This is an optimization exercise on Yosys and OpenROAD, whose aim is small area, a short achievable clock period and few clock cycles, not a production implementation. Where RTL was checked, it was by simulation tests only, not by an equivalence proof against the original. For runs 1 and 2, only the layout was checked, not whether the RTL still works. Power and IR drop assume default switching activity.

==> design/flow/design.v <==
module processor(
input clock,
input reset,
output [11:2] imem_addr,
input [31:0] imem_rdata,
output [31:0] dmem_addr,
output [31:0] dmem_wdata,
output [3:0] dmem_wstrb,
input [31:0] dmem_rdata,
output wb_en,
output [4:0] wb_reg,
output [31:0] wb_data
);
reg  [31:0] ir;         
reg         vD;         
reg  [31:2] pcD;        
reg  [31:0] aE, bE;     
reg  [25:0] iE;         
reg         luiE;       
reg         sextE;      
reg  [4:0]  rdE;        
reg         weE;        
reg         useImmE;    
reg         subE;       
reg         unsE;       
reg         selAdd, selLogic, selSlt, selShift, selLink, selLoad;
reg  [1:0]  logicE;     
reg         shLeftE, shArithE, shVarE;
reg         stE;        
reg  [1:0]  sizeE;      
reg         ldSignE;    
reg         jE;         
reg         jrE;        
reg         beqE, bneE, blezE, bgtzE, bltzE, bgezE;
reg         wEn;
reg  [4:0]  wReg;
reg  [31:0] wData;
reg  [31:0] rf [1:31];
wire [5:0] op  = ir[31:26];
wire [4:0] rs  = ir[25:21];
wire [4:0] rt  = ir[20:16];
wire [4:0] rd  = ir[15:11];
wire [5:0] fn  = ir[5:0];
wire [15:0] imm = ir[15:0];
wire rtype   = (op == 6'h00);
wire regimm  = (op == 6'h01);
wire isJ     = (op == 6'h02);
wire isJal   = (op == 6'h03);
wire isBeq   = (op == 6'h04);
wire isBne   = (op == 6'h05);
wire isBlez  = (op == 6'h06);
wire isBgtz  = (op == 6'h07);
wire isAddi  = (op == 6'h08) || (op == 6'h09);
wire isSlti  = (op == 6'h0a);
wire isSltiu = (op == 6'h0b);
wire isAndi  = (op == 6'h0c);
wire isOri   = (op == 6'h0d);
wire isXori  = (op == 6'h0e);
wire isLui   = (op == 6'h0f);
wire isLoad  = (op[5:3] == 3'b100);
wire isStore = (op[5:3] == 3'b101);
wire rAdd   = rtype && (fn[5:2] == 4'b1000);             
wire rLogic = rtype && (fn[5:2] == 4'b1001);             
wire rSlt   = rtype && (fn[5:1] == 5'b10101);            
wire rShift = rtype && (fn[5:3] == 3'b000) && (fn != 6'h01) && (fn != 6'h05);
wire rJr    = rtype && (fn == 6'h08);
wire rJalr  = rtype && (fn == 6'h09);
wire immOp  = isAddi || isSlti || isSltiu || isAndi || isOri || isXori || isLui || isLoad || isStore;
wire zext   = isAndi || isOri || isXori;
reg  [4:0] dst;
always @(*) begin
	dst = 5'd0;
	if (rAdd || rLogic || rSlt || rShift || rJalr) dst = rd;
	else if (isAddi || isSlti || isSltiu || isAndi || isOri || isXori || isLui || isLoad) dst = rt;
	else if (isJal) dst = 5'd31;
end
wire we = vD && (dst != 5'd0);
reg  [31:0] rsRf, rtRf;
integer k;
always @(*) begin
	rsRf = 32'd0;
	rtRf = 32'd0;
	for (k = 1; k < 32; k = k + 1) begin
		rsRf = rsRf | ({32{rs == k}} & rf[k]);
		rtRf = rtRf | ({32{rt == k}} & rf[k]);
	end
end
wire [31:0] A  = aE;
wire [31:0] Bv = bE;
wire [31:0] immE = luiE ? {iE[15:0], 16'd0} : {{16{sextE & iE[15]}}, iE[15:0]};
wire [31:0] B  = useImmE ? immE : Bv;
wire [31:0] Bx = subE ? ~B : B;
wire [32:0] sum = {1'b0, A} + {1'b0, Bx} + {32'd0, subE};
wire ltu = ~sum[32];
wire lts = (A[31] ^ B[31]) ? A[31] : sum[31];
wire lt  = unsE ? ltu : lts;
reg [31:0] logicR;
always @(*) begin
	case (logicE)
		2'd0: logicR = A & B;
		2'd1: logicR = A | B;
		2'd2: logicR = A ^ B;
		default: logicR = ~(A | B);
	endcase
end
wire [4:0] shamt = shVarE ? A[4:0] : immE[10:6];
wire [31:0] shIn, shR;
wire [32:0] shOut = $signed({shArithE & Bv[31], shIn}) >>> shamt;
genvar gi;
generate for (gi = 0; gi < 32; gi = gi + 1) begin : rev
	assign shIn[gi] = shLeftE ? Bv[31-gi] : Bv[gi];
	assign shR[gi]  = shLeftE ? shOut[31-gi] : shOut[gi];
end endgenerate
wire [31:2] pcInc = pcD + 30'd1;    
wire [1:0] ba = sum[1:0];
wire [31:0] ldW = dmem_rdata;
wire [15:0] ldH = ba[1] ? ldW[31:16] : ldW[15:0];
wire [7:0]  ldB = ba[0] ? ldH[15:8] : ldH[7:0];
reg  [31:0] ldR;
always @(*) begin
	case (sizeE)
		2'd0: ldR = {{24{ldSignE & ldB[7]}}, ldB};
		2'd1: ldR = {{16{ldSignE & ldH[15]}}, ldH};
		default: ldR = ldW;
	endcase
end
wire [31:0] res = ({32{selAdd}}   & sum[31:0])
                | ({32{selLogic}} & logicR)
                | ({32{selSlt}}   & {31'd0, lt})
                | ({32{selShift}} & shR)
                | ({32{selLink}}  & {pcInc, 2'b00})
                | ({32{selLoad}}  & ldR);
reg [3:0] strb;
always @(*) begin
	case (sizeE)
		2'd0: strb = 4'b0001 << ba;
		2'd1: strb = ba[1] ? 4'b1100 : 4'b0011;
		default: strb = 4'b1111;
	endcase
end
assign dmem_addr  = sum[31:0];
assign dmem_wdata = (sizeE == 2'd0) ? {4{Bv[7:0]}} : (sizeE == 2'd1) ? {2{Bv[15:0]}} : Bv;
assign dmem_wstrb = stE ? strb : 4'b0000;
wire eq = (A == Bv);
wire taken = jE | jrE | (beqE & eq) | (bneE & ~eq) | (blezE & (A[31] | eq)) |
             (bgtzE & ~A[31] & ~eq) | (bltzE & A[31]) | (bgezE & ~A[31]);
wire [31:2] brTgt = pcD + {{14{iE[15]}}, iE[15:0]};
wire [31:2] jTgt  = {{4{iE[25]}}, iE[25:0]};
wire [31:2] nf = taken ? (jrE ? A[31:2] : jE ? jTgt : brTgt) : pcInc;
assign imem_addr = nf[11:2];
assign wb_en   = wEn;
assign wb_reg  = wReg;
assign wb_data = wData;
always @(posedge clock)
	if (weE) rf[rdE] <= res;
always @(posedge clock or posedge reset) begin
	if (reset) begin
		vD  <= 1'b0;
		pcD <= 30'h000FFFFF;    
		weE <= 1'b0; stE <= 1'b0;
		jE <= 1'b0; jrE <= 1'b0;
		beqE <= 1'b0; bneE <= 1'b0; blezE <= 1'b0; bgtzE <= 1'b0; bltzE <= 1'b0; bgezE <= 1'b0;
		wEn <= 1'b0;
	end else begin
		vD  <= 1'b1;
		pcD <= nf;
		weE <= we;
		stE <= vD && isStore;
		jE  <= vD && (isJ || isJal);
		jrE <= vD && (rJr || rJalr);
		beqE  <= vD && isBeq;
		bneE  <= vD && isBne;
		blezE <= vD && isBlez;
		bgtzE <= vD && isBgtz;
		bltzE <= vD && regimm && !rt[0];
		bgezE <= vD && regimm && rt[0];
		wEn <= weE;
	end
end
always @(posedge clock) begin
	ir <= {imem_rdata[7:0], imem_rdata[15:8], imem_rdata[23:16], imem_rdata[31:24]};
	aE <= (weE && rdE == rs) ? res : rsRf;
	bE <= (weE && rdE == rt) ? res : rtRf;
	iE <= ir[25:0];
	luiE <= isLui;
	sextE <= !zext;
	rdE <= dst;
	useImmE <= immOp;
	subE <= (rAdd && fn[1]) || rSlt || isSlti || isSltiu;
	unsE <= (rSlt && fn[0]) || isSltiu;
	selAdd <= rAdd || isAddi;
	selLogic <= rLogic || isAndi || isOri || isXori || isLui;
	logicE <= rLogic ? fn[1:0] : isAndi ? 2'd0 : isXori ? 2'd2 : 2'd1;
	selSlt <= rSlt || isSlti || isSltiu;
	selShift <= rShift;
	selLink <= isJal || rJalr;
	selLoad <= isLoad;
	shLeftE <= (fn[1:0] == 2'b00);
	shArithE <= fn[0];
	shVarE <= fn[2];
	sizeE <= op[1:0];
	ldSignE <= !op[2];
	wReg <= rdE;
	wData <= res;
end
endmodule
==> design/flow/run.sh <==
#!/bin/bash
# synth_recipe.tcl (not shown) runs the flow's synth.tcl, then flattens the netlist and writes it again
# the make line also repeats each setting of config.mk as NAME=value (left out here)
make -C /OpenROAD-flow-scripts/flow DESIGN_CONFIG=/design/flow/config.mk WORK_HOME=/design/flow/orfs CLKGATE_MAP_FILE= SYNTH_SCRIPT=/design/flow/synth_recipe.tcl finish
==> design/flow/config.mk <==
export PLATFORM = sky130hd
export DESIGN_NAME = processor
export DESIGN_NICKNAME = processor
export VERILOG_FILES = /design/flow/design.v
export SDC_FILE = /design/flow/constraint.sdc
export NUM_CORES = 4
export LEC_CHECK = 0
export CAP_MARGIN = 20
export CORE_MARGIN = 2
export CORE_UTILIZATION = 40
export PLACE_DENSITY = 0.6
export SLEW_MARGIN = 20
==> design/flow/constraint.sdc <==
create_clock -name core_clock -period 10.5 [get_ports {clock}]
set_input_delay 2.1000 -clock core_clock [delete_from_list [all_inputs] [get_ports {clock}]]
set_output_delay 2.1000 -clock core_clock [all_outputs]
set_load 0.01 [all_outputs]
==> metrics.yaml, run 1 <==
synth_seq_area_share_pct: 57.50
crit_path_end_kind: "output port"
post_route_cells_drive_above_1_share_pct: 12.31
worstHoldEndpoint: "iE[7]$_DFF_P_"
synth_to_final_area_change_pct: 15.69
die-area_mm2: 0.1531
final.hold.worst_slack_ns: 0.3722
drt_drc_violations_left: 0
cts_tree: "yes"
part_of_the_cycle_the_worst_path_needs_pct: 78.62
post-route-min-period_ns: 8.255
max-slew-margin-rel_pct: 13.46
drv_cap: 0
cp_max_fo: 8
slew_viol_final: 0
syn-cell-area_mm2: 0.05998
maximum_number_of_pins_on_one_net_before_global_route_repair: 78
run_status: "finished clean"
synth_ff_type: "sky130_fd_sc_hd__edfxtp_1"
root_buffer: "sky130_fd_sc_hd__clkbuf_16"
fmax_mhz: 121.1
power_leakage_uw: 0.02393
critPathLaunchType: "register"
die_height_um: 391.2
netlist-cell-type-count: 97
postCtsSetupBuffers: 0
postRouteWirelength_mm: 310.4
detailroute.via_count: 53541
hold_start: "ir[7]$_DFF_P_"
powerDensity_mw_per_mm2: 201.8
initial_cell_density_of_the_core_pct: 40.14
yosysWarnings: 1
ys_seq_elements: 1215
critical_path.reg2reg.endpoint: "rf[23][21]$_DFFE_PP_"
worstSkewPairLatency_ns: 0.81
synth_async_sr_flop_share_pct: 3.457
grt.overflow.total: 0
synth_enable_flop_cells: 992
timing.rr.start: "useImmE$_DFF_P_"
timing.reg2reg.setup_slack_ns: 3.84
post_cts_hold_buffer_count: 0
critPathKind: "reg2out"
core-area_mm2: 0.1494
wire_per_inst_um: 43.27
avgSynthCellArea_um2: 12.11
min_path_type: "reg2reg"
worstRegToRegCells: 13
worst-endpoint-required_ns: 8.40
final-setup-viol-count: 0
antenna_found_initial: 16
antenna_violating_nets_post_route: 0
cts_htree_levels: 3
gpl.final_weighted_congestion: 1.012
cts_resized: 0
setup_repair_after_global_routing_missed_its_margin: "false"
ir_worst_vdd_uv: 181.5
synthCells: 4951
port-buffer-count: 181
cts.sinks: 1215
gr-usage-all-layers_pct: 39.18
detail_route.iter0.violations: 12033
final_hold_viol_count: 0
instance_count_along_the_most_critical_hold_path: 0
cp_data_arrival_time_ns: 6.15
totalNegativeSetupSlack_ns: 0
die_w_um: 391.2
synth.net_count: 5144
global_route_wire_length_before_repair_mm: 412.9
post_dr_vias_cell: 7.463
final_net_count: 5236
detailed_place.area_mm2: 0.06484
vias_in_the_first_global_route: 49211
cts_max_path_buffers: 3
final.setup_skew_ns: 0.1033
transition_time_of_the_tightest_slew_check_pin_ns: 1.295
final_design_area_no_fill_mm2: 0.06939
clk_transition_reported_paths_ns: 0.07
io-pin-count: 182
cts_inserted_buffers: 121
detail_route.first_pass.iterations: 8
std_cell_rows: 142
detailedPlacementHpwl_mm: 185.9
final cells by class:
class | instances | area, µm²
antenna | 7 | 17.52
clock buffer | 150 | 3437
clock inverter | 81 | 1047
fill | 13297 | 80030
inverter | 155 | 581.8
multi-input combinational | 3190 | 24140
sequential | 1215 | 34500
tap | 2016 | 2522
timing repair buffer | 360 | 3153
routing by layer:
metal	GRT usage, %	up-vias	part of all wire, %
li1	-	20351	-
met3	15.86	1597	16
met5	0.03190	-	0.051
met1	48.26	25911	34
met4	26.11	20	8.5
met2	56.31	5662	41
stage by stage:
| stage | utilization, % | total power [µW] | worst slack (ns) | std cells |
|---|---|---|---|---|
| final | 46.44 | 14000 | 2.245 | 7174 |
| after global routing | 46.43 | 14310 | 2.110 | 7167 |
| after CTS | 46.40 | 13850 | 2.325 | 7166 |
| after detailed placement | 43.40 | 9088 | 3.168 | 6935 |
| after global placement | 43.40 | 9089 | 3.110 | 6935 |
| after floorplan | - | 7605 | 4.627 | 4951 |
cells in the mapped netlist, types with 16 or more instances:
master,instances,share of area (%)
sky130_fd_sc_hd__a211oi_1,51,0.64
sky130_fd_sc_hd__a21o_1,30,0.38
sky130_fd_sc_hd__a21oi_1,207,1.7
sky130_fd_sc_hd__a221o_1,17,0.28
sky130_fd_sc_hd__a221oi_1,351,5.1
sky130_fd_sc_hd__a222oi_1,77,1.3
sky130_fd_sc_hd__a22o_1,332,4.8
sky130_fd_sc_hd__a22oi_1,259,3.2
sky130_fd_sc_hd__a31oi_1,22,0.23
sky130_fd_sc_hd__and2_1,16,0.17
sky130_fd_sc_hd__and3_1,29,0.30
sky130_fd_sc_hd__buf_1,38,0.24
sky130_fd_sc_hd__buf_4,19,0.24
sky130_fd_sc_hd__clkbuf_1,316,2.0
sky130_fd_sc_hd__dfrtp_1,22,0.92
sky130_fd_sc_hd__dfstp_2,20,0.88
sky130_fd_sc_hd__dfxtp_1,181,6.0
sky130_fd_sc_hd__edfxtp_1,992,50
sky130_fd_sc_hd__ha_1,125,2.6
sky130_fd_sc_hd__inv_1,154,0.96
sky130_fd_sc_hd__mux2_2,43,0.81
sky130_fd_sc_hd__mux2i_1,99,1.7
sky130_fd_sc_hd__mux4_2,20,0.75
sky130_fd_sc_hd__nand2_1,237,1.5
sky130_fd_sc_hd__nand2b_1,32,0.33
sky130_fd_sc_hd__nand3_1,95,0.79
sky130_fd_sc_hd__nand4_1,162,1.7
sky130_fd_sc_hd__nor2_1,238,1.5
sky130_fd_sc_hd__nor2b_1,16,0.17
sky130_fd_sc_hd__nor3_1,99,0.83
sky130_fd_sc_hd__nor4_1,20,0.21
sky130_fd_sc_hd__o211ai_1,31,0.39
sky130_fd_sc_hd__o21a_1,51,0.64
sky130_fd_sc_hd__o21ai_0,127,1.1
sky130_fd_sc_hd__o22ai_1,23,0.24
sky130_fd_sc_hd__xnor2_1,87,1.3
sky130_fd_sc_hd__xor2_1,62,0.91
layout by cell type (no fill, tap or decap), types with 144 or more instances in the layout:
| master | count |
|---|---|
| sky130_fd_sc_hd__a221oi_1 | 351 |
| sky130_fd_sc_hd__nor2_1 | 144 |
| sky130_fd_sc_hd__dfxtp_1 | 176 |
| sky130_fd_sc_hd__clkdlybuf4s50_1 | 181 |
| sky130_fd_sc_hd__a22o_1 | 332 |
| sky130_fd_sc_hd__nand2_1 | 237 |
| sky130_fd_sc_hd__inv_1 | 153 |
| sky130_fd_sc_hd__a21oi_1 | 206 |
| sky130_fd_sc_hd__buf_4 | 178 |
| sky130_fd_sc_hd__nand4_1 | 162 |
| sky130_fd_sc_hd__a22oi_1 | 259 |
| sky130_fd_sc_hd__edfxtp_1 | 992 |
how the worst max path moves through the flow:
stage               startpoint             to  slack (ns)  cells after the start
2_1_floorplan     luiE$_DFF_P_  dmem_addr[31]        4.63                     18
3_5_place_dp   useImmE$_DFF_P_  dmem_addr[22]        3.17                     14
4_1_cts        useImmE$_DFF_P_  dmem_addr[22]        2.32                     14
6_report       useImmE$_DFF_P_  dmem_addr[22]        2.25                     13
3_3_place_gp   useImmE$_DFF_P_  dmem_addr[22]        3.11                     14
5_1_grt        useImmE$_DFF_P_  dmem_addr[22]        2.11                     14
flip-flops by register name, summed over array words and instances, names as in the netlist, 2 cells and up:
register	count
bE	32
sizeE	2
aE	32
logicE	2
iE	26
rdE	5
wReg	5
rf	992
wData	32
ir	32
pcD	30
critical path, cell delays in order (launching register included):
cell and delay (ns):
sky130_fd_sc_hd__dfxtp_1 0.55, sky130_fd_sc_hd__clkinv_1 0.15, sky130_fd_sc_hd__nor2_1 0.66, sky130_fd_sc_hd__a22oi_1 0.29
sky130_fd_sc_hd__xnor2_1 0.21, sky130_fd_sc_hd__ha_1 0.36, sky130_fd_sc_hd__a21oi_1 0.35, sky130_fd_sc_hd__a31oi_1 0.27
sky130_fd_sc_hd__a2111oi_0 0.75, sky130_fd_sc_hd__or3_1 0.25, sky130_fd_sc_hd__and2_1 0.21, sky130_fd_sc_hd__xor2_1 0.67
sky130_fd_sc_hd__inv_1 0.14, sky130_fd_sc_hd__clkdlybuf4s50_1 0.52
where the power goes:
group	internal [µW]	switching [µW]
clock	2790	2070
sequential	5450	314
combinational	1210	2170
total	9460	4550
cell families (layout without fill, tap and decap cells):
logic type | count (synthesis) | in the layout | share of synthesized area (%)
muxes | 163 | 163 | 3.233
buffers and inverters | 546 | 746 | 3.615
other | 1 | 8 | 0.006252
AOI/OAI and AO/OA | 1715 | 1715 | 22.12
DFF | 1215 | 1215 | 57.50
and+or+nand+nor | 1035 | 1035 | 8.682
xor gates and xnor gates | 149 | 149 | 2.176
adders and majority gates | 127 | 127 | 2.674
==> run 2: changes to the inputs <==
--- a/design/flow/config.mk
+++ b/design/flow/config.mk
@@ -11,2 +11,4 @@
 export PLACE_DENSITY = 0.6
+export SETUP_SLACK_MARGIN = 5
 export SLEW_MARGIN = 20
+export TNS_END_PERCENT = 100
==> run 2 against run 1 <==
Cell area is 4.4% higher. Sequential share of layout area shrank 2.0 points. Combinational power grew 14%. Via count is 2.5% higher. Wire length increased by 2.0%. Sequential power about the same. Critical path type unchanged. Critical endpoint is now dmem_addr[30]. Highest routed layer unchanged.
==> metrics.yaml, run 2 <==
slew_viol_final: 0  # unchanged
port-buffer-count: 181  # unchanged
critPathLaunchType: "register"
worst-endpoint-required_ns: 8.40  # about the same
netlist_top_cells_count: "sky130_fd_sc_hd__edfxtp_1, sky130_fd_sc_hd__a221oi_1, sky130_fd_sc_hd__a22o_1"
post-route-min-period_ns: 6.263  # -1.992 ns
initial_cell_density_of_the_core_pct: 40.14  # unchanged
synth.most_common_cell: "sky130_fd_sc_hd__edfxtp_1"
gpl.final_weighted_congestion: 1.011  # -0.11%
io-pin-count: 182  # unchanged
die_w_um: 391.2  # unchanged
antenna_found_initial: 14  # -2
netlist-cell-type-count: 97  # unchanged
grt.overflow.total: 0  # unchanged
part_of_the_cycle_the_worst_path_needs_pct: 59.65  # -19 points
syn-cell-area_mm2: 0.05998  # unchanged
die_height_um: 391.2  # unchanged
post-layout-total-power_uw: 14530  # +3.8%
ys_seq_elements: 1215  # unchanged
crit_path_end_kind: "output port"
registers.top_by_ff_count: "rf"
global_route_wire_length_before_repair_mm: 422.0  # +2.2%
die-area_mm2: 0.1531  # unchanged
slowest_delay_ns: 0.43  # -0.32 ns
cts.sinks: 1215  # unchanged
root_buffer: "sky130_fd_sc_hd__clkbuf_16"
run_status: "finished clean"
fmax_mhz: 159.7  # +32%
final_hold_viol_count: 0  # unchanged
synth_to_final_area_change_pct: 20.82
worst_path_cell_trace: "buf_12, nor3_4, a21oi_2, xnor2_2, inv_1, fa_2, nor2b_4, o21bai_4, a31oi_4, a2111oi_4, or3_4, a2111o_1, a21o_1, and2_4, buf_6"
post_dr_vias_cell: 7.456  # about the same
yosys.area.top_type: "sky130_fd_sc_hd__edfxtp_1"
synthCells: 4951  # unchanged
powerDensity_mw_per_mm2: 200.5  # -0.61%
drv_cap: 0  # unchanged
worstSkewPairLatency_ns: 0.81  # about the same
synth_enable_flop_cells: 992  # unchanged
synth_ff_type: "sky130_fd_sc_hd__edfxtp_1"
synth.net_count: 5144  # unchanged
maximum_number_of_pins_on_one_net_before_global_route_repair: 74  # -5.1%
vias_in_the_first_global_route: 50726  # +3.1%
synth_area_leaders: "sky130_fd_sc_hd__edfxtp_1, sky130_fd_sc_hd__dfxtp_1, sky130_fd_sc_hd__a221oi_1, sky130_fd_sc_hd__a22o_1, sky130_fd_sc_hd__a22oi_1"
cts_max_path_buffers: 3  # unchanged
final_net_count: 5419  # +3.5%
totalNegativeSetupSlack_ns: 0  # unchanged
final-setup-viol-count: 0  # unchanged
cts_inserted_buffers: 130  # +7.4%
antenna_violating_nets_post_route: 0  # unchanged
core-area_mm2: 0.1494  # unchanged
transition_time_of_the_tightest_slew_check_pin_ns: 1.341  # +0.04553 ns
post_cts_hold_buffer_count: 0  # unchanged
ir_worst_vdd_uv: 177.0  # -2.5%
post_route_cells_drive_above_1_share_pct: 19.59  # +7.3 points
min_path_type: "reg2reg"
critPathKind: "reg2out"
wire_per_inst_um: 43.04  # -0.53%
setup_repair_after_global_routing_missed_its_margin: "true"
synth_async_sr_flop_share_pct: 3.457  # unchanged
cp_data_arrival_time_ns: 4.16  # -1.99 ns
area_share_of_the_largest_cell_type_after_synthesis_pct: 49.66  # unchanged
postRouteWirelength_mm: 316.7  # +2.0%
final_common_cell: "sky130_fd_sc_hd__edfxtp_1"
worst_path_max_delay_cell: "sky130_fd_sc_hd__dfxtp_4"
cts_tree: "yes"
layout_common_cells: "sky130_fd_sc_hd__edfxtp_1, sky130_fd_sc_hd__a221oi_1, sky130_fd_sc_hd__a22o_1"
power_leakage_uw: 0.02528  # +5.6%
critical_path.top_delay_family: "compound AO/OA/AOI/OAI gates"
drt_drc_violations_left: 0  # unchanged
final.hold.worst_slack_ns: 0.3473  # -0.02487 ns
final.setup_skew_ns: 0.04720  # -0.05607 ns
std_cell_rows: 142  # unchanged
avgSynthCellArea_um2: 12.11  # unchanged
clk_transition_reported_paths_ns: 0.06  # about the same
cts_htree_levels: 4  # +1
gr-usage-all-layers_pct: 40.05  # +0.86 points
detailroute.via_count: 54872  # +2.5%
largest_reg_flops: 992  # unchanged
synth_seq_area_share_pct: 57.50  # unchanged
detailedPlacementHpwl_mm: 184.3  # -0.86%
yosysWarnings: 1  # unchanged
max-slew-margin-rel_pct: 9.943  # -3.5 points
cp_max_fo: 5  # -3
crit_buf_inv: 3  # unchanged
detail_route.iter0.violations: 12133  # +0.83%
detail_route.first_pass.iterations: 12  # +4
==> run 2: cell types whose count changed in the layout (fill, tap and decap cells not counted), sizes merged <==
cell,before,now
clkinvlp,10,6
clkdlybuf4s50,181,142
dlygate4sd2,0,6
bufinv,18,17
inv,164,159
diode,7,8
buf,179,372
nand2,238,239
clkbuf,150,182
clkinv,44,38
bufbuf,0,3
clkdlybuf4s15,0,2
dlymetal6s2s,0,2
==> run 2: per-stage QoR <==
step / instances / worst slack (ns) / area, µm² / utilization [%]
after floorplan: 4951 / 4.927 / 60010 / -
after global placement: 6938 / 2.945 / 64870 / 43.42
after detailed placement: 6940 / 2.960 / 64930 / 43.45
after CTS: 7290 / 4.248 / 71540 / 47.88
after global routing: 7351 / 4.177 / 72450 / 48.49
final: 7359 / 4.237 / 72470 / 48.50
==> run 2: layout make-up <==
class / count / area, µm²
Fill cell: 13190 / 76950
Clock inverter: 63 / 949.7
Sequential cell: 1215 / 34610
Clock buffer: 178 / 3608
Antenna cell: 8 / 20.02
Timing Repair Buffer: 531 / 4785
Multi-Input combinational cell: 3191 / 25350
Inverter: 155 / 600.6
Timing Repair inverter: 2 / 21.27
Tap cell: 2016 / 2522
==> run 2: final timing paths <==
| check | startpoint | to | slack (ns) | cells past startpoint |
|---|---|---|---|---|
| min | ir[7]$_DFF_P_ | iE[7]$_DFF_P_ | 0.35 | 0 |
| min reg2reg | ir[7]$_DFF_P_ | iE[7]$_DFF_P_ | 0.35 | 0 |
| min in group asynchronous | reset | wEn$_DFF_PP0_ | 1.81 | 3 |
| max | luiE$_DFF_P_ | dmem_addr[30] | 4.24 | 15 |
| max in group asynchronous | reset | jE$_DFF_PP0_ | 8.21 | 3 |
| max reg2reg | luiE$_DFF_P_ | rf[27][22]$_DFFE_PP_ | 5.16 | 11 |
==> run 2: power by group <==
| part | leakage, µW | switching [µW] | internal (µW) | total (µW) |
|---|---|---|---|---|
| clock network | 0.00220 | 2060 | 2870 | 4930 |
| registers | 0.0111 | 290 | 5460 | 5750 |
| logic | 0.0120 | 2340 | 1510 | 3850 |
| total | 0.0253 | 4690 | 9850 | 14500 |
==> run 2: what timing repair did <==
action | CTS | global route
resized for setup | 391 | 119
buffers inserted | 100 | 60
gates cloned | 9 | 1
setup endpoints to repair | 544 | 159
pin swaps | 85 | 66
==> run 2: cell families after synthesis <==
kind of cell,synth area share [%]
compound gates,22.12
xor+xnor,2.176
fa+ha+maj,2.674
buf+inv,3.615
flops,57.50
mux,3.233
other cells,0.006252
simple gates,8.682
==> run 2: routing by layer <==
layer	global-route usage, %	vias up	share of wire (%)
li1	-	20699	-
met1	49.02	26594	34
met2	57.15	5879	41
met3	15.99	1674	16
met4	27.93	26	9.1
met5	3.541	-	0.26
==> run 3: changes to the inputs <==
--- a/design/flow/design.v
+++ b/design/flow/design.v
@@ -17,7 +17,7 @@
 reg  [31:0] aE, bE;     
-reg  [25:0] iE;         
-reg         luiE;       
-reg         sextE;      
+reg  [31:0] immE;       
+reg  [31:2] tgtE;       
 reg  [4:0]  rdE;        
 reg         weE;        
+reg         fwdA, fwdB; 
 reg         useImmE;    
@@ -77,15 +77,11 @@
 wire we = vD && (dst != 5'd0);
-reg  [31:0] rsRf, rtRf;
-integer k;
-always @(*) begin
-	rsRf = 32'd0;
-	rtRf = 32'd0;
-	for (k = 1; k < 32; k = k + 1) begin
-		rsRf = rsRf | ({32{rs == k}} & rf[k]);
-		rtRf = rtRf | ({32{rt == k}} & rf[k]);
-	end
-end
-wire [31:0] A  = aE;
-wire [31:0] Bv = bE;
-wire [31:0] immE = luiE ? {iE[15:0], 16'd0} : {{16{sextE & iE[15]}}, iE[15:0]};
+wire [31:0] rsRf = (rs == 5'd0) ? 32'd0 : rf[rs];
+wire [31:0] rtRf = (rt == 5'd0) ? 32'd0 : rf[rt];
+wire [31:0] rsVal = (wEn && wReg == rs) ? wData : rsRf;
+wire [31:0] rtVal = (wEn && wReg == rt) ? wData : rtRf;
+wire [31:0] immX = isLui ? {imm, 16'd0} : zext ? {16'd0, imm} : {{16{imm[15]}}, imm};
+wire [31:2] brTgt = pcD + 30'd1 + {{14{imm[15]}}, imm};
+wire [31:2] jTgt  = {{4{ir[25]}}, ir[25:0]};
+wire [31:0] A  = fwdA ? wData : aE;
+wire [31:0] Bv = fwdB ? wData : bE;
 wire [31:0] B  = useImmE ? immE : Bv;
@@ -146,5 +142,3 @@
              (bgtzE & ~A[31] & ~eq) | (bltzE & A[31]) | (bgezE & ~A[31]);
-wire [31:2] brTgt = pcD + {{14{iE[15]}}, iE[15:0]};
-wire [31:2] jTgt  = {{4{iE[25]}}, iE[25:0]};
-wire [31:2] nf = taken ? (jrE ? A[31:2] : jE ? jTgt : brTgt) : pcInc;
+wire [31:2] nf = taken ? (jrE ? A[31:2] : tgtE) : pcInc;
 assign imem_addr = nf[11:2];
@@ -154,3 +148,3 @@
 always @(posedge clock)
-	if (weE) rf[rdE] <= res;
+	if (wEn) rf[wReg] <= wData;
 always @(posedge clock or posedge reset) begin
@@ -181,8 +175,9 @@
 	ir <= {imem_rdata[7:0], imem_rdata[15:8], imem_rdata[23:16], imem_rdata[31:24]};
-	aE <= (weE && rdE == rs) ? res : rsRf;
-	bE <= (weE && rdE == rt) ? res : rtRf;
-	iE <= ir[25:0];
-	luiE <= isLui;
-	sextE <= !zext;
+	aE <= rsVal;
+	bE <= rtVal;
+	immE <= immX;
+	tgtE <= (isJ || isJal) ? jTgt : brTgt;
 	rdE <= dst;
+	fwdA <= weE && (rdE == rs);
+	fwdB <= weE && (rdE == rt);
 	useImmE <= immOp;
--- a/design/flow/config.mk
+++ b/design/flow/config.mk
@@ -11,4 +11,2 @@
 export PLACE_DENSITY = 0.6
-export SETUP_SLACK_MARGIN = 5
 export SLEW_MARGIN = 20
-export TNS_END_PERCENT = 100
==> run 3 against run 2 <==
Via count decreased by 19%. Count of clock-buffer cells in the layout rose by 1. Synthesized cell count down 7.3%. Critical endpoint unchanged. Highest routed layer unchanged.
==> metrics.yaml, run 3 <==
grt.overflow.total: 0  # unchanged
detailedPlacementHpwl_mm: 157.7  # -14%
synth_to_final_area_change_pct: 13.63
gpl.final_weighted_congestion: 0.9708  # -4.0%
cts_resized: 0  # -100%
die_height_um: 411.0  # +5.1%
crit_path_end_kind: "output port"
synthCells: 4589  # -7.3%
run_status: "finished clean"
post_dr_vias_cell: 6.369  # -15%
worstSkewPairLatency_ns: 0.83  # +0.02 ns
totalNegativeSetupSlack_ns: 0  # unchanged
synth.most_common_cell: "sky130_fd_sc_hd__edfxtp_1"
detailroute.via_count: 44655  # -19%
seq_power_share_pct: 40.8  # +1.2 points
synth.net_count: 4782  # -7.0%
gr-usage-all-layers_pct: 28.48  # -12 points
netlist_top_cells_count: "sky130_fd_sc_hd__edfxtp_1, sky130_fd_sc_hd__mux4_2, sky130_fd_sc_hd__nor2_1"
largest_reg_flops: 992  # unchanged
io-pin-count: 182  # unchanged
avgSynthCellArea_um2: 14.44  # +19%
area_share_of_the_largest_cell_type_after_synthesis_pct: 44.95  # -4.7 points
postCtsSetupBuffers: 0  # -100%
layout_common_cells: "sky130_fd_sc_hd__edfxtp_1, sky130_fd_sc_hd__mux4_2, sky130_fd_sc_hd__mux2i_1"
registers.top_by_ff_count: "rf"
drv_cap: 0  # unchanged
clk_transition_reported_paths_ns: 0.06  # about the same
cts_max_path_buffers: 3  # unchanged
crit_buf_inv: 2  # -1
ir_worst_vdd_uv: 193.3  # +9.2%
power.share.switching_pct: 32.17  # -0.088 points
detail_route.iter0.violations: 6322  # -48%
switchingPower_uw: 4647  # -0.86%
clockPowerShare_pct: 33.5  # -0.4 points
cts_htree_levels: 4  # unchanged
final_hold_viol_count: 0  # unchanged
ys_seq_elements: 1253  # +3.1%
root_buffer: "sky130_fd_sc_hd__clkbuf_16"
max-slew-margin-rel_pct: 13.44  # +3.5 points
post-route-min-period_ns: 8.200  # +1.937 ns
internal-power_uw: 9801  # -0.46%
final_net_count: 4895  # -9.7%
powerDensity_mw_per_mm2: 191.9  # -4.3%
cpMostUsedCell: "sky130_fd_sc_hd__a21boi_0"
synth_enable_flop_cells: 992  # unchanged
antenna_found_initial: 11  # -3
vias_in_the_first_global_route: 43487  # -14%
core-area_mm2: 0.1648  # +10%
port-buffer-count: 181  # unchanged
cts_tree: "yes"
detailed_place.area_mm2: 0.07077  # +9.0%
syn-cell-area_mm2: 0.06627  # +10%
antenna_violating_nets_post_route: 0  # unchanged
maximum_number_of_pins_on_one_net_before_global_route_repair: 120  # +62%
critPathKind: "reg2out"
worst_path_max_delay_cell: "sky130_fd_sc_hd__buf_4"
die_w_um: 411.0  # +5.1%
post_cts_hold_buffer_count: 0  # unchanged
cp_max_fo: 50  # +45
final_common_cell: "sky130_fd_sc_hd__edfxtp_1"
std_cell_rows: 149  # +4.9%
netlist-cell-type-count: 88  # -9.3%
final.setup_skew_ns: 0.05944  # +0.01224 ns
cts.sinks: 1253  # +3.1%
yosysWarnings: 1  # unchanged
final_design_area_no_fill_mm2: 0.07530  # +3.9%
cp_data_arrival_time_ns: 6.10  # +1.94 ns
final-setup-viol-count: 0  # unchanged
instance_count_along_the_most_critical_hold_path: 0  # unchanged
initial_cell_density_of_the_core_pct: 40.21  # +0.067 points
worst_path_cell_trace: "buf_4, mux2_2, or3_1, and3_1, fa_1, a21o_1, a31oi_1, o211ai_1, nand3_1, a21boi_0, o21ai_0, nand2_1, a21boi_0, xnor2_1, clkdlybuf4s50_1"
part_of_the_cycle_the_worst_path_needs_pct: 78.09  # +18 points
postRouteWirelength_mm: 243.2  # -23%
global_route_wire_length_before_repair_mm: 337.4  # -20%
critPathLaunchType: "register"
drt_drc_violations_left: 0  # unchanged
synth_ff_type: "sky130_fd_sc_hd__edfxtp_1"
cts_inserted_buffers: 140  # +7.7%
fmax_mhz: 122.0  # -24%
wire_per_inst_um: 34.69  # -19%
worstRegToRegCells: 13  # +2
min_path_type: "reg2reg"
synth_async_sr_flop_share_pct: 3.352  # -0.10 points
worst-endpoint-required_ns: 8.40  # about the same
detail_route.first_pass.iterations: 9  # -3
synth_area_leaders: "sky130_fd_sc_hd__edfxtp_1, sky130_fd_sc_hd__mux4_2, sky130_fd_sc_hd__dfxtp_1, sky130_fd_sc_hd__mux2i_1, sky130_fd_sc_hd__ha_1"
cp_num_cells: 15  # unchanged
critical_path.top_delay_family: "compound AO/OA/AOI/OAI gates"
synth_seq_area_share_pct: 53.19  # -4.3 points
slew_viol_final: 0  # unchanged
slowest_delay_ns: 0.61  # +0.18 ns
yosys.area.top_type: "sky130_fd_sc_hd__edfxtp_1"
setup_repair_after_global_routing_missed_its_margin: "false"
power.combinational.fraction_pct: 25.6  # -0.9 points
power_leakage_uw: 0.02622  # +3.7%
die-area_mm2: 0.1689  # +10%
post_route_cells_drive_above_1_share_pct: 23.03  # +3.4 points
transition_time_of_the_tightest_slew_check_pin_ns: 1.282  # -0.05894 ns
-- run 3: changes by cell type after synthesis, moves of 143 or more --
cell | before | now
sky130_fd_sc_hd__mux2i_1 | 99 | 296
sky130_fd_sc_hd__a22oi_1 | 259 | 17
sky130_fd_sc_hd__a22o_1 | 332 | 3
sky130_fd_sc_hd__nand4_1 | 162 | 19
sky130_fd_sc_hd__a221oi_1 | 351 | 11
sky130_fd_sc_hd__mux4_2 | 20 | 581
-- run 3: cell families after synthesis --
family                     synth area share (%)
AOI/OAI and AO/OA                         7.658
DFF                                       53.19
other                                  0.005659
adders and majority gates                 2.421
muxes                                     26.09
and+or+nand+nor                           5.100
buffers and inverters                     2.985
xor gates and xnor gates                  2.551
-- run 3: worst paths after layout --
kind	end	startpoint	slack [ns]
max in group asynchronous	jrE$_DFF_PP0_	reset	8.03
min in group asynchronous	pcD[29]$_DFF_PP0_	reset	1.83
setup / recovery	dmem_addr[30]	fwdB$_DFF_P_	2.30
hold reg to reg	wReg[4]$_DFF_P_	rdE[4]$_DFF_P_	0.39
setup reg to reg	wData[9]$_DFF_P_	fwdB$_DFF_P_	4.12
hold / removal	wReg[4]$_DFF_P_	rdE[4]$_DFF_P_	0.39
-- run 3: power groups by stage --
stage               combinational (µW)  sequential [µW]  clock [µW]
floorplan                         2150             5950           0
global placement                  3620             6000           0
detailed placement                3620             6000           0
CTS                               3630             5900        4910
global route                      3900             5920        5100
finish                            3700             5900        4850
-- run 3: through the flow --
stage,total power (µW),instances,setup WS [ns],hold WS [ns],util [%]
floorplan,8100,4589,4.265,0.3290,-
global placement,9616,6748,3.242,0.3838,42.93
detailed placement,9614,6749,3.231,0.3831,42.94
CTS,14440,7009,2.372,0.3950,45.68
global route,14920,7009,2.036,0.4040,45.69
finish,14450,7011,2.301,0.3946,45.69
-- run 3: layout make-up --
class	instances	area [µm²]
sequential	1253	35300
inverter	132	495.5
antenna	2	5.005
fill	14509	89510
tap	2189	2739
multi-input combinational	2853	29310
clock buffer	179	3777
clock inverter	81	742.0
timing repair buffer	322	2928
-- run 3: layer usage --
metal	GRT usage, %	up-vias	wire [µm]
li1	-	18408	-
met5	0	-	59
met3	6.491	490	23210
met1	38.04	23253	95290
met2	44.26	2496	112000
met4	13.17	8	12630
Testbench counts of run 3, summed over its fixed seeds: cycles 92,298.

## separate check: timing with driven ports
How much do the figures lean on ideal ports? The routed layouts below were timed once more, with nothing changed but the port constraints.
Step 1 (the two cells are an assumption about what drives the block):
set clk [get_ports {clock}]
set_driving_cell -lib_cell sky130_fd_sc_hd__clkbuf_16 $clk
set_driving_cell -lib_cell sky130_fd_sc_hd__buf_2 [delete_from_list [all_inputs] $clk]
Step 2, shift: input delay + t, output delay - t, t = (earliest + latest rising clock arrival at the registers) / 2. This alone moves slack from input paths to output paths.
a / b / c = no drivers / after step 1 / after step 2; a / b = the first two.
| run | t, ns | slack for setup (ns) | latest minus earliest clock arrival (ns) | slew at the worst register clock pin (ns) | cell pins on the clock port's net |
|---|---|---|---|---|---|
| run 1 | 0.837 | 2.245 / 2.168 / 3.005 | 0.104 / 0.104 | 0.07 / 0.07 | 1 |
| run 2 | 0.865 | 4.237 / 4.157 / 4.475 | 0.049 / 0.048 | 0.07 / 0.07 | 1 |
| run 3 | 0.887 | 2.300 / 2.212 / 3.099 | 0.068 / 0.068 | 0.07 / 0.07 | 1 |
After both steps setup and hold are still met in every run listed.
